Background: an optimization exercise with open tools, aiming at small area and a short achievable clock period. Do not read the settings as production practice. No functional check of the RTL was part of any run shown here.

==> flow/design.v (outline; a module is shown in full before it is edited, if it fits) <==
// module adaptive_filter: 368 lines
module adaptive_filter(
    input wire clk,
    input wire rst_n,
    input wire [31:0] input_signal,
    input wire [31:0] desired_signal,
    output wire [31:0] filtered_signal
);
  // ...
==> flow/flow/run.sh <==
#!/bin/bash
# Own layout flow: the standard flow (standard.sh, standard synthesis)
# with two changes:
# 1. Each input and output port gets a plain sky130_fd_sc_hd__buf_2 as its
#    port buffer (the standard flow picks clkdlybuf4s50_1, a slower and
#    larger delay cell). Every port is still buffered.
# 2. Clock tree synthesis runs with ORFS's usual arguments plus
#    -dont_use_dummy_load (no extra load cells hung on the clock tree).
set -euo pipefail
cd "$(dirname "$0")/.."
sed -e 's#^make \(.*\) "\${@:-finish}"$#make \1 "BUFFER_PORTS_ARGS=-buffer_cell sky130_fd_sc_hd__buf_2" "CTS_ARGS=-sink_clustering_enable -repair_clock_nets -dont_use_dummy_load" "${@:-finish}"#' \
  standard.sh > own_standard.sh
bash own_standard.sh finish > own_flow.log 2>&1
==> flow/standard.sh <==
#!/bin/bash
# synth_recipe.tcl (not shown) runs the flow's synth.tcl, then flattens the netlist and writes it again
# the make line also repeats each setting of config.mk as NAME=value (left out here)
make -C /OpenROAD-flow-scripts/flow DESIGN_CONFIG=/design/flow/config.mk WORK_HOME=/design/flow/orfs CLKGATE_MAP_FILE= SYNTH_SCRIPT=/design/flow/synth_recipe.tcl "${@:-finish}"
==> flow/config.mk <==
export PLATFORM = sky130hd
export DESIGN_NAME = adaptive_filter
export DESIGN_NICKNAME = adaptive_filter
export VERILOG_FILES = /design/flow/design.v
export SDC_FILE = /design/flow/constraint.sdc
export NUM_CORES = 4
export LEC_CHECK = 0
export CAP_MARGIN = 20
export CORE_MARGIN = 2
export CORE_UTILIZATION = 55
export SETUP_SLACK_MARGIN = 3.5
export SLEW_MARGIN = 20
==> flow/constraint.sdc <==
create_clock -name core_clock -period 7.5 [get_ports {clk}]
set_input_delay 1.5000 -clock core_clock [delete_from_list [all_inputs] [get_ports {clk}]]
set_output_delay 1.5000 -clock core_clock [all_outputs]
set_load 0.01 [all_outputs]
==> summary.txt, run 1 <==
Run status
  – Status: timing/DRC/antenna clean

Die
  – # rows: 66
  – Die H: 185.8 microns

Worst setup path
  – CP dominant cell by count: fa_1
  – Reg-to-reg endpoint: pb[18]
  – R2R setup slack: 3620 ps
  – Crit path to: pb[18]

Final layout
  – Post-layout util: between 60% and 70%
  – Multi-input logic portion of the cell area: between 50% and 60%
  – Multi-input logic area: between 0.01 and 0.015 sq mm
  – Buffer share of cell area: 2.948%
  – Seq cells: 290

Clock network
  – H-tree depth: 1
  – Total CTS buffers: 31
  – CTS resizes: 15
  – Clk pin slew, worst setup/hold paths: 60 ps
  – Clock sinks: 290

Global routing
  – Global route total overflow: 0
  – Most used routing layer: met2
  – Vias in the first global route: around 14000
  – Largest net degree at the start of global routing: 46

Logic synthesis
  – Mux contribution to synthesized area: under 10%
  – Top-count cell post-synth: inv_1
  – Synth top area share: 23.89%
  – Top_reg_cell synth: dfxtp_1
  – EDFF count, synth: 0
  – Async set-or-reset flop fraction in the synthesized netlist: between 20% and 30%
  – Synth Area in Simple Gates: under 10%

Worst hold path
  – Min-Delay Startpoint: d4[0]

Timing
  – Fin crit period: around 3900 ps
  – RSZ-0062 raised after global routing: true
  – Upper clock frequency limit: 257.8 MHz

Route
  – ANT nets after route: 0
  – WL met3: roughly 4000 microns
  – Drt wl/cell: 20.37 microns
  – Top layer in use: met4

Placed design
  – HPWL Detailed: approximately 34000 microns
==> run 2, diff against run 1 <==
--- a/flow/design.v
+++ b/flow/design.v
@@ -2,109 +2,127 @@
     input wire clk,
     input wire rst_n,
     input wire [31:0] input_signal,
     input wire [31:0] desired_signal,
     output wire [31:0] filtered_signal
 );
 reg [15:0] d0, d1, d2, d3, d4, d5, d6;
 reg [17:0] t6;       
-reg [14:0] q7, t7;   
-reg [14:0] e;        
-reg [6:0]  es1_, es2_, es3_;  
+reg [14:0] d7, t7;   
+reg [14:0] e5;       
 reg [14:0] cnh;      
 reg [30:0] ps, pb;   
 reg [30:0] fh;       
 reg [3:0]  cnt;      
 reg        st;       
 assign filtered_signal = {fh, 1'b0};
 wire ev = cnt[3] | (cnt[2:0] == 3'd7);
-wire [14:0] en = ev ? desired_signal[14:0] - {fh[13:0], 1'b0} : 15'd0;
-wire [6:0] en0 = {en[12], en[10], en[8], en[6], en[4], en[2], en[0]};
-wire [6:0] en1 = {en[13], en[11], en[9], en[7], en[5], en[3], en[1]};
-wire tu_1 = cnh[10] ^ ((es1_[0] & q7[10]) | (es2_[0] & q7[9]) | (es3_[0] & t7[10]));
-wire tu_2 = cnh[10] & ((es1_[0] & q7[10]) | (es2_[0] & q7[9]) | (es3_[0] & t7[10]));
-wire tu_3 = cnh[11] ^ ((es1_[0] & q7[11]) | (es2_[0] & q7[10]) | (es3_[0] & t7[11])) ^ ((es1_[1] & q7[9]) | (es2_[1] & q7[8]) | (es3_[1] & t7[9]));
-wire tu_4 = (cnh[11] & ((es1_[0] & q7[11]) | (es2_[0] & q7[10]) | (es3_[0] & t7[11]))) | (((es1_[1] & q7[9]) | (es2_[1] & q7[8]) | (es3_[1] & t7[9])) & (cnh[11] ^ ((es1_[0] & q7[11]) | (es2_[0] & q7[10]) | (es3_[0] & t7[11]))));
-wire tu_5 = cnh[12] ^ ((es1_[0] & q7[12]) | (es2_[0] & q7[11]) | (es3_[0] & t7[12])) ^ ((es1_[1] & q7[10]) | (es2_[1] & q7[9]) | (es3_[1] & t7[10]));
-wire tu_6 = (cnh[12] & ((es1_[0] & q7[12]) | (es2_[0] & q7[11]) | (es3_[0] & t7[12]))) | (((es1_[1] & q7[10]) | (es2_[1] & q7[9]) | (es3_[1] & t7[10])) & (cnh[12] ^ ((es1_[0] & q7[12]) | (es2_[0] & q7[11]) | (es3_[0] & t7[12]))));
-wire tu_7 = ((es1_[2] & q7[8]) | (es2_[2] & q7[7]) | (es3_[2] & t7[8])) ^ ((es1_[3] & q7[6]) | (es2_[3] & q7[5]) | (es3_[3] & t7[6]));
-wire tu_8 = ((es1_[2] & q7[8]) | (es2_[2] & q7[7]) | (es3_[2] & t7[8])) & ((es1_[3] & q7[6]) | (es2_[3] & q7[5]) | (es3_[3] & t7[6]));
-wire tu_9 = cnh[13] ^ ((es1_[0] & q7[13]) | (es2_[0] & q7[12]) | (es3_[0] & t7[13])) ^ ((es1_[1] & q7[11]) | (es2_[1] & q7[10]) | (es3_[1] & t7[11]));
-wire tu_10 = (cnh[13] & ((es1_[0] & q7[13]) | (es2_[0] & q7[12]) | (es3_[0] & t7[13]))) | (((es1_[1] & q7[11]) | (es2_[1] & q7[10]) | (es3_[1] & t7[11])) & (cnh[13] ^ ((es1_[0] & q7[13]) | (es2_[0] & q7[12]) | (es3_[0] & t7[13]))));
-wire tu_11 = ((es1_[2] & q7[9]) | (es2_[2] & q7[8]) | (es3_[2] & t7[9])) ^ ((es1_[3] & q7[7]) | (es2_[3] & q7[6]) | (es3_[3] & t7[7])) ^ ((es1_[4] & q7[5]) | (es2_[4] & q7[4]) | (es3_[4] & t7[5]));
-wire tu_12 = (((es1_[2] & q7[9]) | (es2_[2] & q7[8]) | (es3_[2] & t7[9])) & ((es1_[3] & q7[7]) | (es2_[3] & q7[6]) | (es3_[3] & t7[7]))) | (((es1_[4] & q7[5]) | (es2_[4] & q7[4]) | (es3_[4] & t7[5])) & (((es1_[2] & q7[9]) | (es2_[2] & q7[8]) | (es3_[2] & t7[9])) ^ ((es1_[3] & q7[7]) | (es2_[3] & q7[6]) | (es3_[3] & t7[7]))));
-wire tu_13 = cnh[14] ^ ((es1_[0] & q7[14]) | (es2_[0] & q7[13]) | (es3_[0] & t7[14])) ^ ((es1_[1] & q7[12]) | (es2_[1] & q7[11]) | (es3_[1] & t7[12]));
-wire tu_14 = (cnh[14] & ((es1_[0] & q7[14]) | (es2_[0] & q7[13]) | (es3_[0] & t7[14]))) | (((es1_[1] & q7[12]) | (es2_[1] & q7[11]) | (es3_[1] & t7[12])) & (cnh[14] ^ ((es1_[0] & q7[14]) | (es2_[0] & q7[13]) | (es3_[0] & t7[14]))));
-wire tu_15 = ((es1_[2] & q7[10]) | (es2_[2] & q7[9]) | (es3_[2] & t7[10])) ^ ((es1_[3] & q7[8]) | (es2_[3] & q7[7]) | (es3_[3] & t7[8])) ^ ((es1_[4] & q7[6]) | (es2_[4] & q7[5]) | (es3_[4] & t7[6]));
-wire tu_16 = (((es1_[2] & q7[10]) | (es2_[2] & q7[9]) | (es3_[2] & t7[10])) & ((es1_[3] & q7[8]) | (es2_[3] & q7[7]) | (es3_[3] & t7[8]))) | (((es1_[4] & q7[6]) | (es2_[4] & q7[5]) | (es3_[4] & t7[6])) & (((es1_[2] & q7[10]) | (es2_[2] & q7[9]) | (es3_[2] & t7[10])) ^ ((es1_[3] & q7[8]) | (es2_[3] & q7[7]) | (es3_[3] & t7[8]))));
-wire tu_17 = ((es1_[5] & q7[4]) | (es2_[5] & q7[3]) | (es3_[5] & t7[4])) ^ ((es1_[6] & q7[2]) | (es2_[6] & q7[1]) | (es3_[6] & t7[2]));
-wire tu_18 = ((es1_[5] & q7[4]) | (es2_[5] & q7[3]) | (es3_[5] & t7[4])) & ((es1_[6] & q7[2]) | (es2_[6] & q7[1]) | (es3_[6] & t7[2]));
-wire tu_19 = cnh[6] ^ ((es1_[0] & q7[6]) | (es2_[0] & q7[5]) | (es3_[0] & t7[6]));
-wire tu_20 = cnh[6] & ((es1_[0] & q7[6]) | (es2_[0] & q7[5]) | (es3_[0] & t7[6]));
-wire tu_21 = cnh[7] ^ ((es1_[0] & q7[7]) | (es2_[0] & q7[6]) | (es3_[0] & t7[7])) ^ ((es1_[1] & q7[5]) | (es2_[1] & q7[4]) | (es3_[1] & t7[5]));
-wire tu_22 = (cnh[7] & ((es1_[0] & q7[7]) | (es2_[0] & q7[6]) | (es3_[0] & t7[7]))) | (((es1_[1] & q7[5]) | (es2_[1] & q7[4]) | (es3_[1] & t7[5])) & (cnh[7] ^ ((es1_[0] & q7[7]) | (es2_[0] & q7[6]) | (es3_[0] & t7[7]))));
-wire tu_23 = cnh[8] ^ ((es1_[0] & q7[8]) | (es2_[0] & q7[7]) | (es3_[0] & t7[8])) ^ ((es1_[1] & q7[6]) | (es2_[1] & q7[5]) | (es3_[1] & t7[6]));
-wire tu_24 = (cnh[8] & ((es1_[0] & q7[8]) | (es2_[0] & q7[7]) | (es3_[0] & t7[8]))) | (((es1_[1] & q7[6]) | (es2_[1] & q7[5]) | (es3_[1] & t7[6])) & (cnh[8] ^ ((es1_[0] & q7[8]) | (es2_[0] & q7[7]) | (es3_[0] & t7[8]))));
-wire tu_25 = ((es1_[2] & q7[4]) | (es2_[2] & q7[3]) | (es3_[2] & t7[4])) ^ ((es1_[3] & q7[2]) | (es2_[3] & q7[1]) | (es3_[3] & t7[2]));
-wire tu_26 = ((es1_[2] & q7[4]) | (es2_[2] & q7[3]) | (es3_[2] & t7[4])) & ((es1_[3] & q7[2]) | (es2_[3] & q7[1]) | (es3_[3] & t7[2]));
-wire tu_27 = cnh[9] ^ ((es1_[0] & q7[9]) | (es2_[0] & q7[8]) | (es3_[0] & t7[9])) ^ ((es1_[1] & q7[7]) | (es2_[1] & q7[6]) | (es3_[1] & t7[7]));
-wire tu_28 = (cnh[9] & ((es1_[0] & q7[9]) | (es2_[0] & q7[8]) | (es3_[0] & t7[9]))) | (((es1_[1] & q7[7]) | (es2_[1] & q7[6]) | (es3_[1] & t7[7])) & (cnh[9] ^ ((es1_[0] & q7[9]) | (es2_[0] & q7[8]) | (es3_[0] & t7[9]))));
-wire tu_29 = ((es1_[2] & q7[5]) | (es2_[2] & q7[4]) | (es3_[2] & t7[5])) ^ ((es1_[3] & q7[3]) | (es2_[3] & q7[2]) | (es3_[3] & t7[3])) ^ ((es1_[4] & q7[1]) | (es2_[4] & q7[0]) | (es3_[4] & t7[1]));
-wire tu_30 = (((es1_[2] & q7[5]) | (es2_[2] & q7[4]) | (es3_[2] & t7[5])) & ((es1_[3] & q7[3]) | (es2_[3] & q7[2]) | (es3_[3] & t7[3]))) | (((es1_[4] & q7[1]) | (es2_[4] & q7[0]) | (es3_[4] & t7[1])) & (((es1_[2] & q7[5]) | (es2_[2] & q7[4]) | (es3_[2] & t7[5])) ^ ((es1_[3] & q7[3]) | (es2_[3] & q7[2]) | (es3_[3] & t7[3]))));
-wire tu_31 = ((es1_[1] & q7[8]) | (es2_[1] & q7[7]) | (es3_[1] & t7[8])) ^ ((es1_[2] & q7[6]) | (es2_[2] & q7[5]) | (es3_[2] & t7[6])) ^ ((es1_[3] & q7[4]) | (es2_[3] & q7[3]) | (es3_[3] & t7[4]));
-wire tu_32 = (((es1_[1] & q7[8]) | (es2_[1] & q7[7]) | (es3_[1] & t7[8])) & ((es1_[2] & q7[6]) | (es2_[2] & q7[5]) | (es3_[2] & t7[6]))) | (((es1_[3] & q7[4]) | (es2_[3] & q7[3]) | (es3_[3] & t7[4])) & (((es1_[1] & q7[8]) | (es2_[1] & q7[7]) | (es3_[1] & t7[8])) ^ ((es1_[2] & q7[6]) | (es2_[2] & q7[5]) | (es3_[2] & t7[6]))));
-wire tu_33 = ((es1_[4] & q7[2]) | (es2_[4] & q7[1]) | (es3_[4] & t7[2])) ^ ((es1_[5] & q7[0]) | (es3_[5] & t7[0])) ^ tu_1;
-wire tu_34 = (((es1_[4] & q7[2]) | (es2_[4] & q7[1]) | (es3_[4] & t7[2])) & ((es1_[5] & q7[0]) | (es3_[5] & t7[0]))) | (tu_1 & (((es1_[4] & q7[2]) | (es2_[4] & q7[1]) | (es3_[4] & t7[2])) ^ ((es1_[5] & q7[0]) | (es3_[5] & t7[0]))));
-wire tu_35 = ((es1_[2] & q7[7]) | (es2_[2] & q7[6]) | (es3_[2] & t7[7])) ^ ((es1_[3] & q7[5]) | (es2_[3] & q7[4]) | (es3_[3] & t7[5])) ^ ((es1_[4] & q7[3]) | (es2_[4] & q7[2]) | (es3_[4] & t7[3]));
-wire tu_36 = (((es1_[2] & q7[7]) | (es2_[2] & q7[6]) | (es3_[2] & t7[7])) & ((es1_[3] & q7[5]) | (es2_[3] & q7[4]) | (es3_[3] & t7[5]))) | (((es1_[4] & q7[3]) | (es2_[4] & q7[2]) | (es3_[4] & t7[3])) & (((es1_[2] & q7[7]) | (es2_[2] & q7[6]) | (es3_[2] & t7[7])) ^ ((es1_[3] & q7[5]) | (es2_[3] & q7[4]) | (es3_[3] & t7[5]))));
-wire tu_37 = ((es1_[5] & q7[1]) | (es2_[5] & q7[0]) | (es3_[5] & t7[1])) ^ tu_2 ^ tu_3;
-wire tu_38 = (((es1_[5] & q7[1]) | (es2_[5] & q7[0]) | (es3_[5] & t7[1])) & tu_2) | (tu_3 & (((es1_[5] & q7[1]) | (es2_[5] & q7[0]) | (es3_[5] & t7[1])) ^ tu_2));
-wire tu_39 = ((es1_[4] & q7[4]) | (es2_[4] & q7[3]) | (es3_[4] & t7[4])) ^ ((es1_[5] & q7[2]) | (es2_[5] & q7[1]) | (es3_[5] & t7[2])) ^ ((es1_[6] & q7[0]) | (es3_[6] & t7[0]));
-wire tu_40 = (((es1_[4] & q7[4]) | (es2_[4] & q7[3]) | (es3_[4] & t7[4])) & ((es1_[5] & q7[2]) | (es2_[5] & q7[1]) | (es3_[5] & t7[2]))) | (((es1_[6] & q7[0]) | (es3_[6] & t7[0])) & (((es1_[4] & q7[4]) | (es2_[4] & q7[3]) | (es3_[4] & t7[4])) ^ ((es1_[5] & q7[2]) | (es2_[5] & q7[1]) | (es3_[5] & t7[2]))));
+wire [14:0] e = desired_signal[14:0] - {fh[13:0], 1'b0};
+wire es1_0 = e5[0] & ~e5[1];
+wire es2_0 = ~e5[0] & e5[1];
+wire es3_0 = e5[0] & e5[1];
+wire es1_1 = e5[2] & ~e5[3];
+wire es2_1 = ~e5[2] & e5[3];
+wire es3_1 = e5[2] & e5[3];
+wire es1_2 = e5[4] & ~e5[5];
+wire es2_2 = ~e5[4] & e5[5];
+wire es3_2 = e5[4] & e5[5];
+wire es1_3 = e5[6] & ~e5[7];
+wire es2_3 = ~e5[6] & e5[7];
+wire es3_3 = e5[6] & e5[7];
+wire es1_4 = e5[8] & ~e5[9];
+wire es2_4 = ~e5[8] & e5[9];
+wire es3_4 = e5[8] & e5[9];
+wire es1_5 = e5[10] & ~e5[11];
+wire es2_5 = ~e5[10] & e5[11];
+wire es3_5 = e5[10] & e5[11];
+wire es1_6 = e5[12] & ~e5[13];
+wire es2_6 = ~e5[12] & e5[13];
+wire es3_6 = e5[12] & e5[13];
+wire tu_1 = cnh[10] ^ ((es1_0 & d7[10]) | (es2_0 & d7[9]) | (es3_0 & t7[10]));
+wire tu_2 = cnh[10] & ((es1_0 & d7[10]) | (es2_0 & d7[9]) | (es3_0 & t7[10]));
+wire tu_3 = cnh[11] ^ ((es1_0 & d7[11]) | (es2_0 & d7[10]) | (es3_0 & t7[11])) ^ ((es1_1 & d7[9]) | (es2_1 & d7[8]) | (es3_1 & t7[9]));
+wire tu_4 = (cnh[11] & ((es1_0 & d7[11]) | (es2_0 & d7[10]) | (es3_0 & t7[11]))) | (((es1_1 & d7[9]) | (es2_1 & d7[8]) | (es3_1 & t7[9])) & (cnh[11] ^ ((es1_0 & d7[11]) | (es2_0 & d7[10]) | (es3_0 & t7[11]))));
+wire tu_5 = cnh[12] ^ ((es1_0 & d7[12]) | (es2_0 & d7[11]) | (es3_0 & t7[12])) ^ ((es1_1 & d7[10]) | (es2_1 & d7[9]) | (es3_1 & t7[10]));
+wire tu_6 = (cnh[12] & ((es1_0 & d7[12]) | (es2_0 & d7[11]) | (es3_0 & t7[12]))) | (((es1_1 & d7[10]) | (es2_1 & d7[9]) | (es3_1 & t7[10])) & (cnh[12] ^ ((es1_0 & d7[12]) | (es2_0 & d7[11]) | (es3_0 & t7[12]))));
+wire tu_7 = ((es1_2 & d7[8]) | (es2_2 & d7[7]) | (es3_2 & t7[8])) ^ ((es1_3 & d7[6]) | (es2_3 & d7[5]) | (es3_3 & t7[6]));
+wire tu_8 = ((es1_2 & d7[8]) | (es2_2 & d7[7]) | (es3_2 & t7[8])) & ((es1_3 & d7[6]) | (es2_3 & d7[5]) | (es3_3 & t7[6]));
+wire tu_9 = cnh[13] ^ ((es1_0 & d7[13]) | (es2_0 & d7[12]) | (es3_0 & t7[13])) ^ ((es1_1 & d7[11]) | (es2_1 & d7[10]) | (es3_1 & t7[11]));
+wire tu_10 = (cnh[13] & ((es1_0 & d7[13]) | (es2_0 & d7[12]) | (es3_0 & t7[13]))) | (((es1_1 & d7[11]) | (es2_1 & d7[10]) | (es3_1 & t7[11])) & (cnh[13] ^ ((es1_0 & d7[13]) | (es2_0 & d7[12]) | (es3_0 & t7[13]))));
+wire tu_11 = ((es1_2 & d7[9]) | (es2_2 & d7[8]) | (es3_2 & t7[9])) ^ ((es1_3 & d7[7]) | (es2_3 & d7[6]) | (es3_3 & t7[7])) ^ ((es1_4 & d7[5]) | (es2_4 & d7[4]) | (es3_4 & t7[5]));
+wire tu_12 = (((es1_2 & d7[9]) | (es2_2 & d7[8]) | (es3_2 & t7[9])) & ((es1_3 & d7[7]) | (es2_3 & d7[6]) | (es3_3 & t7[7]))) | (((es1_4 & d7[5]) | (es2_4 & d7[4]) | (es3_4 & t7[5])) & (((es1_2 & d7[9]) | (es2_2 & d7[8]) | (es3_2 & t7[9])) ^ ((es1_3 & d7[7]) | (es2_3 & d7[6]) | (es3_3 & t7[7]))));
+wire tu_13 = cnh[14] ^ ((es1_0 & d7[14]) | (es2_0 & d7[13]) | (es3_0 & t7[14])) ^ ((es1_1 & d7[12]) | (es2_1 & d7[11]) | (es3_1 & t7[12]));
+wire tu_14 = (cnh[14] & ((es1_0 & d7[14]) | (es2_0 & d7[13]) | (es3_0 & t7[14]))) | (((es1_1 & d7[12]) | (es2_1 & d7[11]) | (es3_1 & t7[12])) & (cnh[14] ^ ((es1_0 & d7[14]) | (es2_0 & d7[13]) | (es3_0 & t7[14]))));
+wire tu_15 = ((es1_2 & d7[10]) | (es2_2 & d7[9]) | (es3_2 & t7[10])) ^ ((es1_3 & d7[8]) | (es2_3 & d7[7]) | (es3_3 & t7[8])) ^ ((es1_4 & d7[6]) | (es2_4 & d7[5]) | (es3_4 & t7[6]));
+wire tu_16 = (((es1_2 & d7[10]) | (es2_2 & d7[9]) | (es3_2 & t7[10])) & ((es1_3 & d7[8]) | (es2_3 & d7[7]) | (es3_3 & t7[8]))) | (((es1_4 & d7[6]) | (es2_4 & d7[5]) | (es3_4 & t7[6])) & (((es1_2 & d7[10]) | (es2_2 & d7[9]) | (es3_2 & t7[10])) ^ ((es1_3 & d7[8]) | (es2_3 & d7[7]) | (es3_3 & t7[8]))));
+wire tu_17 = ((es1_5 & d7[4]) | (es2_5 & d7[3]) | (es3_5 & t7[4])) ^ ((es1_6 & d7[2]) | (es2_6 & d7[1]) | (es3_6 & t7[2]));
+wire tu_18 = ((es1_5 & d7[4]) | (es2_5 & d7[3]) | (es3_5 & t7[4])) & ((es1_6 & d7[2]) | (es2_6 & d7[1]) | (es3_6 & t7[2]));
+wire tu_19 = cnh[6] ^ ((es1_0 & d7[6]) | (es2_0 & d7[5]) | (es3_0 & t7[6]));
+wire tu_20 = cnh[6] & ((es1_0 & d7[6]) | (es2_0 & d7[5]) | (es3_0 & t7[6]));
+wire tu_21 = cnh[7] ^ ((es1_0 & d7[7]) | (es2_0 & d7[6]) | (es3_0 & t7[7])) ^ ((es1_1 & d7[5]) | (es2_1 & d7[4]) | (es3_1 & t7[5]));
+wire tu_22 = (cnh[7] & ((es1_0 & d7[7]) | (es2_0 & d7[6]) | (es3_0 & t7[7]))) | (((es1_1 & d7[5]) | (es2_1 & d7[4]) | (es3_1 & t7[5])) & (cnh[7] ^ ((es1_0 & d7[7]) | (es2_0 & d7[6]) | (es3_0 & t7[7]))));
+wire tu_23 = cnh[8] ^ ((es1_0 & d7[8]) | (es2_0 & d7[7]) | (es3_0 & t7[8])) ^ ((es1_1 & d7[6]) | (es2_1 & d7[5]) | (es3_1 & t7[6]));
+wire tu_24 = (cnh[8] & ((es1_0 & d7[8]) | (es2_0 & d7[7]) | (es3_0 & t7[8]))) | (((es1_1 & d7[6]) | (es2_1 & d7[5]) | (es3_1 & t7[6])) & (cnh[8] ^ ((es1_0 & d7[8]) | (es2_0 & d7[7]) | (es3_0 & t7[8]))));
+wire tu_25 = ((es1_2 & d7[4]) | (es2_2 & d7[3]) | (es3_2 & t7[4])) ^ ((es1_3 & d7[2]) | (es2_3 & d7[1]) | (es3_3 & t7[2]));
+wire tu_26 = ((es1_2 & d7[4]) | (es2_2 & d7[3]) | (es3_2 & t7[4])) & ((es1_3 & d7[2]) | (es2_3 & d7[1]) | (es3_3 & t7[2]));
+wire tu_27 = cnh[9] ^ ((es1_0 & d7[9]) | (es2_0 & d7[8]) | (es3_0 & t7[9])) ^ ((es1_1 & d7[7]) | (es2_1 & d7[6]) | (es3_1 & t7[7]));
+wire tu_28 = (cnh[9] & ((es1_0 & d7[9]) | (es2_0 & d7[8]) | (es3_0 & t7[9]))) | (((es1_1 & d7[7]) | (es2_1 & d7[6]) | (es3_1 & t7[7])) & (cnh[9] ^ ((es1_0 & d7[9]) | (es2_0 & d7[8]) | (es3_0 & t7[9]))));
+wire tu_29 = ((es1_2 & d7[5]) | (es2_2 & d7[4]) | (es3_2 & t7[5])) ^ ((es1_3 & d7[3]) | (es2_3 & d7[2]) | (es3_3 & t7[3])) ^ ((es1_4 & d7[1]) | (es2_4 & d7[0]) | (es3_4 & t7[1]));
+wire tu_30 = (((es1_2 & d7[5]) | (es2_2 & d7[4]) | (es3_2 & t7[5])) & ((es1_3 & d7[3]) | (es2_3 & d7[2]) | (es3_3 & t7[3]))) | (((es1_4 & d7[1]) | (es2_4 & d7[0]) | (es3_4 & t7[1])) & (((es1_2 & d7[5]) | (es2_2 & d7[4]) | (es3_2 & t7[5])) ^ ((es1_3 & d7[3]) | (es2_3 & d7[2]) | (es3_3 & t7[3]))));
+wire tu_31 = ((es1_1 & d7[8]) | (es2_1 & d7[7]) | (es3_1 & t7[8])) ^ ((es1_2 & d7[6]) | (es2_2 & d7[5]) | (es3_2 & t7[6])) ^ ((es1_3 & d7[4]) | (es2_3 & d7[3]) | (es3_3 & t7[4]));
+wire tu_32 = (((es1_1 & d7[8]) | (es2_1 & d7[7]) | (es3_1 & t7[8])) & ((es1_2 & d7[6]) | (es2_2 & d7[5]) | (es3_2 & t7[6]))) | (((es1_3 & d7[4]) | (es2_3 & d7[3]) | (es3_3 & t7[4])) & (((es1_1 & d7[8]) | (es2_1 & d7[7]) | (es3_1 & t7[8])) ^ ((es1_2 & d7[6]) | (es2_2 & d7[5]) | (es3_2 & t7[6]))));
+wire tu_33 = ((es1_4 & d7[2]) | (es2_4 & d7[1]) | (es3_4 & t7[2])) ^ ((es1_5 & d7[0]) | (es3_5 & t7[0])) ^ tu_1;
+wire tu_34 = (((es1_4 & d7[2]) | (es2_4 & d7[1]) | (es3_4 & t7[2])) & ((es1_5 & d7[0]) | (es3_5 & t7[0]))) | (tu_1 & (((es1_4 & d7[2]) | (es2_4 & d7[1]) | (es3_4 & t7[2])) ^ ((es1_5 & d7[0]) | (es3_5 & t7[0]))));
+wire tu_35 = ((es1_2 & d7[7]) | (es2_2 & d7[6]) | (es3_2 & t7[7])) ^ ((es1_3 & d7[5]) | (es2_3 & d7[4]) | (es3_3 & t7[5])) ^ ((es1_4 & d7[3]) | (es2_4 & d7[2]) | (es3_4 & t7[3]));
+wire tu_36 = (((es1_2 & d7[7]) | (es2_2 & d7[6]) | (es3_2 & t7[7])) & ((es1_3 & d7[5]) | (es2_3 & d7[4]) | (es3_3 & t7[5]))) | (((es1_4 & d7[3]) | (es2_4 & d7[2]) | (es3_4 & t7[3])) & (((es1_2 & d7[7]) | (es2_2 & d7[6]) | (es3_2 & t7[7])) ^ ((es1_3 & d7[5]) | (es2_3 & d7[4]) | (es3_3 & t7[5]))));
+wire tu_37 = ((es1_5 & d7[1]) | (es2_5 & d7[0]) | (es3_5 & t7[1])) ^ tu_2 ^ tu_3;
+wire tu_38 = (((es1_5 & d7[1]) | (es2_5 & d7[0]) | (es3_5 & t7[1])) & tu_2) | (tu_3 & (((es1_5 & d7[1]) | (es2_5 & d7[0]) | (es3_5 & t7[1])) ^ tu_2));
+wire tu_39 = ((es1_4 & d7[4]) | (es2_4 & d7[3]) | (es3_4 & t7[4])) ^ ((es1_5 & d7[2]) | (es2_5 & d7[1]) | (es3_5 & t7[2])) ^ ((es1_6 & d7[0]) | (es3_6 & t7[0]));
+wire tu_40 = (((es1_4 & d7[4]) | (es2_4 & d7[3]) | (es3_4 & t7[4])) & ((es1_5 & d7[2]) | (es2_5 & d7[1]) | (es3_5 & t7[2]))) | (((es1_6 & d7[0]) | (es3_6 & t7[0])) & (((es1_4 & d7[4]) | (es2_4 & d7[3]) | (es3_4 & t7[4])) ^ ((es1_5 & d7[2]) | (es2_5 & d7[1]) | (es3_5 & t7[2]))));
 wire tu_41 = tu_7 ^ tu_4 ^ tu_5;
 wire tu_42 = (tu_7 & tu_4) | (tu_5 & (tu_7 ^ tu_4));
-wire tu_43 = ((es1_[5] & q7[3]) | (es2_[5] & q7[2]) | (es3_[5] & t7[3])) ^ ((es1_[6] & q7[1]) | (es2_[6] & q7[0]) | (es3_[6] & t7[1])) ^ tu_8;
-wire tu_44 = (((es1_[5] & q7[3]) | (es2_[5] & q7[2]) | (es3_[5] & t7[3])) & ((es1_[6] & q7[1]) | (es2_[6] & q7[0]) | (es3_[6] & t7[1]))) | (tu_8 & (((es1_[5] & q7[3]) | (es2_[5] & q7[2]) | (es3_[5] & t7[3])) ^ ((es1_[6] & q7[1]) | (es2_[6] & q7[0]) | (es3_[6] & t7[1]))));
+wire tu_43 = ((es1_5 & d7[3]) | (es2_5 & d7[2]) | (es3_5 & t7[3])) ^ ((es1_6 & d7[1]) | (es2_6 & d7[0]) | (es3_6 & t7[1])) ^ tu_8;
+wire tu_44 = (((es1_5 & d7[3]) | (es2_5 & d7[2]) | (es3_5 & t7[3])) & ((es1_6 & d7[1]) | (es2_6 & d7[0]) | (es3_6 & t7[1]))) | (tu_8 & (((es1_5 & d7[3]) | (es2_5 & d7[2]) | (es3_5 & t7[3])) ^ ((es1_6 & d7[1]) | (es2_6 & d7[0]) | (es3_6 & t7[1]))));
 wire tu_45 = tu_6 ^ tu_9 ^ tu_11;
 wire tu_46 = (tu_6 & tu_9) | (tu_11 & (tu_6 ^ tu_9));
-wire tu_47 = ((e[14] & q7[0])) ^ tu_17 ^ tu_10;
-wire tu_48 = (((e[14] & q7[0])) & tu_17) | (tu_10 & (((e[14] & q7[0])) ^ tu_17));
+wire tu_47 = ((e5[14] & d7[0])) ^ tu_17 ^ tu_10;
+wire tu_48 = (((e5[14] & d7[0])) & tu_17) | (tu_10 & (((e5[14] & d7[0])) ^ tu_17));
 wire tu_49 = tu_12 ^ tu_13 ^ tu_15;
 wire tu_50 = (tu_12 & tu_13) | (tu_15 & (tu_12 ^ tu_13));
-wire tu_51 = cnh[4] ^ ((es1_[0] & q7[4]) | (es2_[0] & q7[3]) | (es3_[0] & t7[4]));
-wire tu_52 = cnh[4] & ((es1_[0] & q7[4]) | (es2_[0] & q7[3]) | (es3_[0] & t7[4]));
-wire tu_53 = cnh[5] ^ ((es1_[0] & q7[5]) | (es2_[0] & q7[4]) | (es3_[0] & t7[5])) ^ ((es1_[1] & q7[3]) | (es2_[1] & q7[2]) | (es3_[1] & t7[3]));
-wire tu_54 = (cnh[5] & ((es1_[0] & q7[5]) | (es2_[0] & q7[4]) | (es3_[0] & t7[5]))) | (((es1_[1] & q7[3]) | (es2_[1] & q7[2]) | (es3_[1] & t7[3])) & (cnh[5] ^ ((es1_[0] & q7[5]) | (es2_[0] & q7[4]) | (es3_[0] & t7[5]))));
-wire tu_55 = ((es1_[1] & q7[4]) | (es2_[1] & q7[3]) | (es3_[1] & t7[4])) ^ ((es1_[2] & q7[2]) | (es2_[2] & q7[1]) | (es3_[2] & t7[2])) ^ ((es1_[3] & q7[0]) | (es3_[3] & t7[0]));
-wire tu_56 = (((es1_[1] & q7[4]) | (es2_[1] & q7[3]) | (es3_[1] & t7[4])) & ((es1_[2] & q7[2]) | (es2_[2] & q7[1]) | (es3_[2] & t7[2]))) | (((es1_[3] & q7[0]) | (es3_[3] & t7[0])) & (((es1_[1] & q7[4]) | (es2_[1] & q7[3]) | (es3_[1] & t7[4])) ^ ((es1_[2] & q7[2]) | (es2_[2] & q7[1]) | (es3_[2] & t7[2]))));
-wire tu_57 = ((es1_[2] & q7[3]) | (es2_[2] & q7[2]) | (es3_[2] & t7[3])) ^ ((es1_[3] & q7[1]) | (es2_[3] & q7[0]) | (es3_[3] & t7[1])) ^ tu_20;
-wire tu_58 = (((es1_[2] & q7[3]) | (es2_[2] & q7[2]) | (es3_[2] & t7[3])) & ((es1_[3] & q7[1]) | (es2_[3] & q7[0]) | (es3_[3] & t7[1]))) | (tu_20 & (((es1_[2] & q7[3]) | (es2_[2] & q7[2]) | (es3_[2] & t7[3])) ^ ((es1_[3] & q7[1]) | (es2_[3] & q7[0]) | (es3_[3] & t7[1]))));
-wire tu_59 = ((es1_[4] & q7[0]) | (es3_[4] & t7[0])) ^ tu_25 ^ tu_22;
-wire tu_60 = (((es1_[4] & q7[0]) | (es3_[4] & t7[0])) & tu_25) | (tu_22 & (((es1_[4] & q7[0]) | (es3_[4] & t7[0])) ^ tu_25));
+wire tu_51 = cnh[4] ^ ((es1_0 & d7[4]) | (es2_0 & d7[3]) | (es3_0 & t7[4]));
+wire tu_52 = cnh[4] & ((es1_0 & d7[4]) | (es2_0 & d7[3]) | (es3_0 & t7[4]));
+wire tu_53 = cnh[5] ^ ((es1_0 & d7[5]) | (es2_0 & d7[4]) | (es3_0 & t7[5])) ^ ((es1_1 & d7[3]) | (es2_1 & d7[2]) | (es3_1 & t7[3]));
+wire tu_54 = (cnh[5] & ((es1_0 & d7[5]) | (es2_0 & d7[4]) | (es3_0 & t7[5]))) | (((es1_1 & d7[3]) | (es2_1 & d7[2]) | (es3_1 & t7[3])) & (cnh[5] ^ ((es1_0 & d7[5]) | (es2_0 & d7[4]) | (es3_0 & t7[5]))));
+wire tu_55 = ((es1_1 & d7[4]) | (es2_1 & d7[3]) | (es3_1 & t7[4])) ^ ((es1_2 & d7[2]) | (es2_2 & d7[1]) | (es3_2 & t7[2])) ^ ((es1_3 & d7[0]) | (es3_3 & t7[0]));
+wire tu_56 = (((es1_1 & d7[4]) | (es2_1 & d7[3]) | (es3_1 & t7[4])) & ((es1_2 & d7[2]) | (es2_2 & d7[1]) | (es3_2 & t7[2]))) | (((es1_3 & d7[0]) | (es3_3 & t7[0])) & (((es1_1 & d7[4]) | (es2_1 & d7[3]) | (es3_1 & t7[4])) ^ ((es1_2 & d7[2]) | (es2_2 & d7[1]) | (es3_2 & t7[2]))));
+wire tu_57 = ((es1_2 & d7[3]) | (es2_2 & d7[2]) | (es3_2 & t7[3])) ^ ((es1_3 & d7[1]) | (es2_3 & d7[0]) | (es3_3 & t7[1])) ^ tu_20;
+wire tu_58 = (((es1_2 & d7[3]) | (es2_2 & d7[2]) | (es3_2 & t7[3])) & ((es1_3 & d7[1]) | (es2_3 & d7[0]) | (es3_3 & t7[1]))) | (tu_20 & (((es1_2 & d7[3]) | (es2_2 & d7[2]) | (es3_2 & t7[3])) ^ ((es1_3 & d7[1]) | (es2_3 & d7[0]) | (es3_3 & t7[1]))));
+wire tu_59 = ((es1_4 & d7[0]) | (es3_4 & t7[0])) ^ tu_25 ^ tu_22;
+wire tu_60 = (((es1_4 & d7[0]) | (es3_4 & t7[0])) & tu_25) | (tu_22 & (((es1_4 & d7[0]) | (es3_4 & t7[0])) ^ tu_25));
 wire tu_61 = tu_26 ^ tu_24 ^ tu_27;
 wire tu_62 = (tu_26 & tu_24) | (tu_27 & (tu_26 ^ tu_24));
 wire tu_63 = tu_28 ^ tu_30 ^ tu_31;
 wire tu_64 = (tu_28 & tu_30) | (tu_31 & (tu_28 ^ tu_30));
 wire tu_65 = tu_32 ^ tu_35 ^ tu_34;
 wire tu_66 = (tu_32 & tu_35) | (tu_34 & (tu_32 ^ tu_35));
 wire tu_67 = tu_36 ^ tu_39 ^ tu_38;
 wire tu_68 = (tu_36 & tu_39) | (tu_38 & (tu_36 ^ tu_39));
 wire tu_69 = tu_40 ^ tu_43 ^ tu_42;
 wire tu_70 = (tu_40 & tu_43) | (tu_42 & (tu_40 ^ tu_43));
 wire tu_71 = tu_44 ^ tu_46 ^ tu_47;
 wire tu_72 = (tu_44 & tu_46) | (tu_47 & (tu_44 ^ tu_46));
-wire tu_73 = cnh[2] ^ ((es1_[0] & q7[2]) | (es2_[0] & q7[1]) | (es3_[0] & t7[2]));
-wire tu_74 = cnh[2] & ((es1_[0] & q7[2]) | (es2_[0] & q7[1]) | (es3_[0] & t7[2]));
-wire tu_75 = cnh[3] ^ ((es1_[0] & q7[3]) | (es2_[0] & q7[2]) | (es3_[0] & t7[3])) ^ ((es1_[1] & q7[1]) | (es2_[1] & q7[0]) | (es3_[1] & t7[1]));
-wire tu_76 = (cnh[3] & ((es1_[0] & q7[3]) | (es2_[0] & q7[2]) | (es3_[0] & t7[3]))) | (((es1_[1] & q7[1]) | (es2_[1] & q7[0]) | (es3_[1] & t7[1])) & (cnh[3] ^ ((es1_[0] & q7[3]) | (es2_[0] & q7[2]) | (es3_[0] & t7[3]))));
-wire tu_77 = ((es1_[1] & q7[2]) | (es2_[1] & q7[1]) | (es3_[1] & t7[2])) ^ ((es1_[2] & q7[0]) | (es3_[2] & t7[0])) ^ tu_51;
-wire tu_78 = (((es1_[1] & q7[2]) | (es2_[1] & q7[1]) | (es3_[1] & t7[2])) & ((es1_[2] & q7[0]) | (es3_[2] & t7[0]))) | (tu_51 & (((es1_[1] & q7[2]) | (es2_[1] & q7[1]) | (es3_[1] & t7[2])) ^ ((es1_[2] & q7[0]) | (es3_[2] & t7[0]))));
-wire tu_79 = ((es1_[2] & q7[1]) | (es2_[2] & q7[0]) | (es3_[2] & t7[1])) ^ tu_52 ^ tu_53;
-wire tu_80 = (((es1_[2] & q7[1]) | (es2_[2] & q7[0]) | (es3_[2] & t7[1])) & tu_52) | (tu_53 & (((es1_[2] & q7[1]) | (es2_[2] & q7[0]) | (es3_[2] & t7[1])) ^ tu_52));
+wire tu_73 = cnh[2] ^ ((es1_0 & d7[2]) | (es2_0 & d7[1]) | (es3_0 & t7[2]));
+wire tu_74 = cnh[2] & ((es1_0 & d7[2]) | (es2_0 & d7[1]) | (es3_0 & t7[2]));
+wire tu_75 = cnh[3] ^ ((es1_0 & d7[3]) | (es2_0 & d7[2]) | (es3_0 & t7[3])) ^ ((es1_1 & d7[1]) | (es2_1 & d7[0]) | (es3_1 & t7[1]));
+wire tu_76 = (cnh[3] & ((es1_0 & d7[3]) | (es2_0 & d7[2]) | (es3_0 & t7[3]))) | (((es1_1 & d7[1]) | (es2_1 & d7[0]) | (es3_1 & t7[1])) & (cnh[3] ^ ((es1_0 & d7[3]) | (es2_0 & d7[2]) | (es3_0 & t7[3]))));
+wire tu_77 = ((es1_1 & d7[2]) | (es2_1 & d7[1]) | (es3_1 & t7[2])) ^ ((es1_2 & d7[0]) | (es3_2 & t7[0])) ^ tu_51;
+wire tu_78 = (((es1_1 & d7[2]) | (es2_1 & d7[1]) | (es3_1 & t7[2])) & ((es1_2 & d7[0]) | (es3_2 & t7[0]))) | (tu_51 & (((es1_1 & d7[2]) | (es2_1 & d7[1]) | (es3_1 & t7[2])) ^ ((es1_2 & d7[0]) | (es3_2 & t7[0]))));
+wire tu_79 = ((es1_2 & d7[1]) | (es2_2 & d7[0]) | (es3_2 & t7[1])) ^ tu_52 ^ tu_53;
+wire tu_80 = (((es1_2 & d7[1]) | (es2_2 & d7[0]) | (es3_2 & t7[1])) & tu_52) | (tu_53 & (((es1_2 & d7[1]) | (es2_2 & d7[0]) | (es3_2 & t7[1])) ^ tu_52));
 wire tu_81 = tu_19 ^ tu_54 ^ tu_55;
 wire tu_82 = (tu_19 & tu_54) | (tu_55 & (tu_19 ^ tu_54));
 wire tu_83 = tu_56 ^ tu_21 ^ tu_57;
 wire tu_84 = (tu_56 & tu_21) | (tu_57 & (tu_56 ^ tu_21));
 wire tu_85 = tu_23 ^ tu_58 ^ tu_59;
 wire tu_86 = (tu_23 & tu_58) | (tu_59 & (tu_23 ^ tu_58));
 wire tu_87 = tu_29 ^ tu_60 ^ tu_61;
 wire tu_88 = (tu_29 & tu_60) | (tu_61 & (tu_29 ^ tu_60));
@@ -113,18 +131,18 @@
 wire tu_91 = tu_64 ^ tu_37 ^ tu_65;
 wire tu_92 = (tu_64 & tu_37) | (tu_65 & (tu_64 ^ tu_37));
 wire tu_93 = tu_41 ^ tu_66 ^ tu_67;
 wire tu_94 = (tu_41 & tu_66) | (tu_67 & (tu_41 ^ tu_66));
 wire tu_95 = tu_45 ^ tu_68 ^ tu_69;
 wire tu_96 = (tu_45 & tu_68) | (tu_69 & (tu_45 ^ tu_68));
 wire tu_97 = tu_49 ^ tu_70 ^ tu_71;
 wire tu_98 = (tu_49 & tu_70) | (tu_71 & (tu_49 ^ tu_70));
-wire [14:0] usa = {tu_96, tu_94, tu_92, tu_90, tu_88, tu_86, tu_84, tu_82, tu_80, tu_78, tu_76, tu_74, ((es1_[1] & q7[0]) | (es3_[1] & t7[0])), cnh[1], cnh[0]};
-wire [14:0] usb = {tu_97, tu_95, tu_93, tu_91, tu_89, tu_87, tu_85, tu_83, tu_81, tu_79, tu_77, tu_75, tu_73, ((es1_[0] & q7[1]) | (es2_[0] & q7[0]) | (es3_[0] & t7[1])), ((es1_[0] & q7[0]) | (es3_[0] & t7[0]))};
+wire [14:0] usa = {tu_96, tu_94, tu_92, tu_90, tu_88, tu_86, tu_84, tu_82, tu_80, tu_78, tu_76, tu_74, ((es1_1 & d7[0]) | (es3_1 & t7[0])), cnh[1], cnh[0]};
+wire [14:0] usb = {tu_97, tu_95, tu_93, tu_91, tu_89, tu_87, tu_85, tu_83, tu_81, tu_79, tu_77, tu_75, tu_73, ((es1_0 & d7[1]) | (es2_0 & d7[0]) | (es3_0 & t7[1])), ((es1_0 & d7[0]) | (es3_0 & t7[0]))};
 wire cs1_0 = cnh[0] & ~cnh[1];
 wire cs2_0 = ~cnh[0] & cnh[1];
 wire cs3_0 = cnh[0] & cnh[1];
 wire cs1_1 = cnh[2] & ~cnh[3];
 wire cs2_1 = ~cnh[2] & cnh[3];
 wire cs3_1 = cnh[2] & cnh[3];
 wire cs1_2 = cnh[4] & ~cnh[5];
 wire cs2_2 = ~cnh[4] & cnh[5];
@@ -334,35 +352,29 @@
 wire tp_191 = ((cs3_6 & t6[17])) ^ ((cnh[14] & d6[15]));
 wire tp_192 = ((cs3_6 & t6[17])) & ((cnh[14] & d6[15]));
 wire [30:0] psa = {tp_192, tp_191, tp_189, tp_187, tp_184, tp_182, tp_181, tp_178, tp_176, tp_174, tp_172, tp_170, tp_168, tp_166, tp_164, tp_162, tp_160, tp_158, tp_156, tp_154, tp_152, tp_150, tp_148, tp_146, tp_144, tp_142, ((cs1_2 & d6[0]) | (cs3_2 & t6[0])), ((cs1_0 & d6[3]) | (cs2_0 & d6[2]) | (cs3_0 & t6[3])), ((cs1_0 & d6[2]) | (cs2_0 & d6[1]) | (cs3_0 & t6[2])), ((cs1_0 & d6[1]) | (cs2_0 & d6[0]) | (cs3_0 & t6[1])), ((cs1_0 & d6[0]) | (cs3_0 & t6[0]))};
 wire [30:0] psb = {1'b0, tp_190, tp_188, tp_186, tp_185, tp_183, tp_180, tp_179, tp_177, tp_175, tp_173, tp_171, tp_169, tp_167, tp_165, tp_163, tp_161, tp_159, tp_157, tp_155, tp_153, tp_151, tp_149, tp_147, tp_145, tp_143, tp_141, ((cs1_1 & d6[1]) | (cs2_1 & d6[0]) | (cs3_1 & t6[1])), ((cs1_1 & d6[0]) | (cs3_1 & t6[0])), 1'b0, 1'b0};
 always @(posedge clk) begin
     d0 <= input_signal[15:0];
     d1 <= d0; d2 <= d1; d3 <= d2; d4 <= d3; d5 <= d4; d6 <= d5;
     t6 <= {2'b00, d5} + {1'b0, d5, 1'b0};
-    q7 <= d6[14:0] + {d6[12:0], 2'b00};
-    t7 <= {d6[10:0], 4'b0000} - d6[14:0];
+    d7 <= d6[14:0];
+    t7 <= t6[14:0];
     ps <= psa;
     pb <= psb;
 end
 always @(posedge clk or negedge rst_n) begin
     if (!rst_n) begin
         cnt <= 4'd0;
         st  <= 1'b0;
-        e   <= 15'd0;
-        es1_ <= 7'd0;
-        es2_ <= 7'd0;
-        es3_ <= 7'd0;
+        e5  <= 15'd0;
         cnh <= 15'd0;
         fh  <= 31'd0;
     end else begin
         if (!cnt[3]) cnt <= cnt + 4'd1;
         st  <= 1'b1;
-        e   <= en;
-        es1_ <= en0 & ~en1;
-        es2_ <= ~en0 & en1;
-        es3_ <= en0 & en1;
+        e5  <= ev ? e + {e[12:0], 2'b00} : 15'd0;
         cnh <= usa + usb;
         fh  <= st ? fh + ps + pb : 31'd0;
     end
 end
 endmodule
==> flow/flow/run.sh (replaced) <==
#!/bin/bash
# Own layout flow: the standard flow (standard.sh) with three changes:
# 1. The synthesis skips the generic 'abc -fast' pass that Yosys's synth runs
#    before ORFS extracts full/half adders, so the adder trees written in the
#    RTL reach extract_fa as written; ABC still maps all remaining logic at
#    the end, as in the standard flow. Registers and their names are the
#    standard synthesis's.
# 2. Each input and output port gets a plain sky130_fd_sc_hd__buf_2 as its
#    port buffer (the standard flow picks clkdlybuf4s50_1, a slower and
#    larger delay cell). Every port is still buffered.
# 3. Clock tree synthesis runs with ORFS's usual arguments plus
#    -dont_use_dummy_load (no extra load cells hung on the clock tree).
set -euo pipefail
cd "$(dirname "$0")/.."
sed '1s/.*/proc synth {args} { if {[lsearch -exact $args fine:] >= 0} { yosys synth -nofsm -noshare -noabc {*}$args } else { yosys synth -nofsm -noshare {*}$args } }/' \
  synth_recipe.tcl > own_synth.tcl
sed -e 's#synth_recipe\.tcl#own_synth.tcl#g' \
    -e 's#^make \(.*\) "\${@:-finish}"$#make \1 "BUFFER_PORTS_ARGS=-buffer_cell sky130_fd_sc_hd__buf_2" "CTS_ARGS=-sink_clustering_enable -repair_clock_nets -dont_use_dummy_load" "${@:-finish}"#' \
  standard.sh > own_standard.sh
bash own_standard.sh finish > own_flow.log 2>&1
==> run 2 against run 1 <==
Net effect:
- global-route usage is 1.8 points lower
- count of clock-buffer cells in the layout stayed put
- first-iteration DRC count is 53% lower
- hold slack worse by 5.0 ps
- wire length is 10% lower
- final cell count is 15% lower
- still clean on timing, DRC and antenna
- highest routed layer unchanged
- critical path type is now primary input to flip-flop
==> summary.txt, run 2 <==
Timing
  – Setup violators final: 0
  – Fin crit period: 4272 ps (+392.7 ps)
  – Final critical-path share of the clock period: ~57%
  – Slew HR: between 30% and 40%
  – Slack of the critical path: 3228 ps
  – Fin. Hold Viols: 0
  – Clk_skew: 69.61 ps
  – WHS: around 320 ps
  – RSZ-0062 raised after global routing: true
  – Max Slew Vio Count: 0
  – Worst-Margin Slew: around 1000 ps
  – Final setup TNS: 0 ps
  – Upper clock frequency limit: 234.1 MHz (-9.2%)

Worst setup path
  – CP dominant cell by count: buf_4
  – CP Capture Type: flip-flop
  – Worst Setup Path Type: primary input to flip-flop
  – Critical Path RT: 7910 ps
  – Crit path buffers/inverters: 5
  – CP Launch Type: primary input
  – Slowest-stage cell, CP: or3_1
  – Worst path cell trace: buf_2 -> ha_1 -> nor2b_2 -> o21ai_2 -> a21boi_2 -> buf_4 -> buf_4 -> buf_4 -> buf_4 -> nor2_2 -> ha_1 -> or3_1 -> o21ai_2 -> a211oi_4 -> nor3_2 -> o21ai_0 -> and3b_1 -> mux2_4
  – Delay-heaviest family, CP: simple AND/OR/NAND/NOR gates
  – Crit path launch: desired_signal[3]
  – RR Startpoint: e5[1]
  – Largest stage delay, worst path: around 390 ps
  – Arrival time at the worst endpoint: 4680 ps
  – CP Max Fanout: 3

Route
  – Drt total wl: roughly 43000 microns
  – Pre-antenna DRT Iters: 5
  – Via count: roughly 12000
  – Vias per cell: slightly above 6
  – First DRT Iteration DRCs: around 740
  – ANT nets after route: 0 (unchanged)
  – DRC viols: 0
  – Drt wl/cell: 21.55 microns (+5.8%)

Global routing
  – Largest net degree at the start of global routing: 67 (+46%)
  – Global-route wire length before repair: between 60000 and 70000 microns
  – Initial antenna violation count: 0
  – Tot GR Track Use: about a quarter
  – Global route total overflow: 0 (unchanged)
  – Vias in the first global route: 12570 (-7.5%)

Logic synthesis
  – EDFF count, synth: 0 (unchanged)
  – Mapped Area: about 0.017 sq mm
  – Synth unique cells: between 60 and 70
  – Syn Inst Count: ~1500
  – Synth cell count leaders: 217 x dfxtp_1, 158 x mux2_2, 155 x a22o_1
  – Top post-synthesis cells by area: dfxtp_1 25%, fa_1 18%, mux2_2 10%
  – Top-count cell post-synth: dfxtp_1
  – Largest area contributor in the netlist: dfxtp_1
  – Syn Area/Cell: around 12 sq um
  – Register bit total from synthesis: about 280
  – Async set-or-reset flop fraction in the synthesized netlist: 23.32% (-1.9 points)
  – Synth top area share: 24.99% (+1.1 points)
  – Post-synthesis sequential area ratio: around a third
  – Synth Net Count: roughly 1800
  – Synthesis Warnings: 1
  – Top_reg_cell synth: dfxtp_1

Job
  – Max_cap viols: 0

Final layout
  – Most frequent cells in the layout: 217 x dfxtp_1, 157 x mux2_2, 155 x a22o_1, 146 x fa_1, 103 x ha_1
  – Antenna cells: 0
  – Final std cells w/o fill: just under 2000
  – Area grow syn2layout: 11.93%
  – Layout Nets: 1903
  – Largest registers: fh: 31 flops, ps: 31 flops, pb: 28 flops
  – Ratio of cells with drive above 1 in the final layout: between 20% and 30%
  – Commonest non-fill, non-tap cell in the layout: dfxtp_1

Clock network
  – Hold-fix buffers at CTS: 0
  – Total CTS buffers: 31 (unchanged)
  – Worst-Skew Late Latency: just under 600 ps
  – H-tree depth: 1 (unchanged)
  – Clk pin slew, worst setup/hold paths: 70 ps (about the same)
  – TritonCTS clock tree: yes
  – Clock sinks: 283 (-2.4%)
  – CTS Buffer Depth: 3
  – Root Driver: clkbuf_16

Placed design
  – RePlAce Congestion: about 0.88
  – Pre-CTS WS: ~2300 ps
  – Dpl cells: around 1900
  – HPWL Detailed: 30010 microns (-12%)
  – Port bufs: 63

Die
  – Die H: 181.8 microns (-2.2%)
  – Die ar.: 0.03305 sq mm
  – Chip width: around 180 microns
  – Core ar.: between 0.03 and 0.04 sq mm
  – # rows: 65 (-1.5%)
  – Initial Util: ~56%
  – I/O pin count: ~100

Run status
  – Status: timing/DRC/antenna clean

Worst hold path
  – Min-Delay Startpoint: d1[4]
  – Hold Crit Class: flip-flop to flip-flop
run 2: changes by cell type in the layout (fill, tap and decap cells not counted), moves of 56 or more:
cell / change
inv_1: -183
mux2_2: +140
a22o_1: +122
o21ai_0: -95
nand2_1: -85
a222oi_1: -56
run 2: worst paths after layout:
| kind | end | depth (start not counted) | slack (ps) |
|---|---|---|---|
| hold / removal | d2[4] | 0 | 320 |
| hold reg to reg | d2[4] | 0 | 320 |
| setup / recovery | e5[14] | 18 | 3230 |
| min in group asynchronous | fh[0] | 2 | 1140 |
| max in group asynchronous | e5[5] | 2 | 5720 |
| setup reg to reg | cnh[14] | 12 | 3560 |
run 2: layout make-up:
cell class              count  area [sq um]
inverters                  39         161.4
fillers                  2551         11850
flip-flops and latches    283          6005
well taps                 402         503.0
multi-input cells        1097         11190
repair buffers            125         823.3
clock buffers              31         775.7
run 2: cells by family (layout without fill, tap and decap cells):
| logic type | after synthesis | after routing | share of synthesized area [%] |
|---|---|---|---|
| flip-flops | 283 | 283 | 34.49 |
| adder cells (fa/ha/maj) | 260 | 260 | 25.28 |
| buffers and inverters | 119 | 195 | 2.598 |
| other | 2 | 2 | 0.04320 |
| AND/OR/NAND/NOR | 253 | 253 | 7.485 |
| XOR/XNOR | 76 | 76 | 3.829 |
| multiplexers | 177 | 177 | 11.36 |
| AO/OA/AOI/OAI | 329 | 329 | 14.91 |
run 2: timing repair:
| action | CTS | global route |
|---|---|---|
| buffers inserted | 19 | 17 |
| resized for setup | 23 | 37 |
| endpoints found under the setup margin | 10 | 9 |
| pin swaps | 14 | 34 |
run 2: metal layers:
layer  part of all wire, %  GRT usage (%)
met1                    43          34.11
met2                    48          45.75
met3                   5.1          4.372
met4                   3.5          8.325
met5                     0              0
run 2: stage by stage:
step                util (%)  instance area (sq um)
finish                 62.15                  19460
global route           62.15                  19460
CTS                    61.12                  19140
detailed placement     57.92                  18140
global placement       57.92                  18140
floorplan                  -                  17440

afterwards: timing with drivers on the ports:
Ports are ideal in the flow. The routed layouts listed here were re-timed in OpenROAD.
Step 1, drivers: a clkbuf_16 drives clk and a buf_2 each remaining input, both assumed.
Step 2, shift: input delay + t, output delay - t, t = (earliest + latest rising clock arrival at the registers) / 2. This alone moves slack from input paths to output paths.
Three values: ideal, step 1, step 2; two values: the first two.
| run | t (ns) | setup slack, ns | hold WS [ns] | slew at the worst register clock pin (ns) | cell pins on the clock port's net |
|---|---|---|---|---|---|
| run 1 | 0.604 | 3.620 / 3.620 / 3.455 | 0.323 / 0.323 / 0.323 | 0.06 / 0.06 | 1 |
| run 2 | 0.606 | 3.228 / 3.252 / 2.646 | 0.318 / 0.318 / 0.318 | 0.07 / 0.07 | 1 |
After both steps setup and hold are still met in every run listed. For run 2, which loses most, drivers alone change the setup slack by +0.024 ns; drivers and shift together by -0.582 ns.
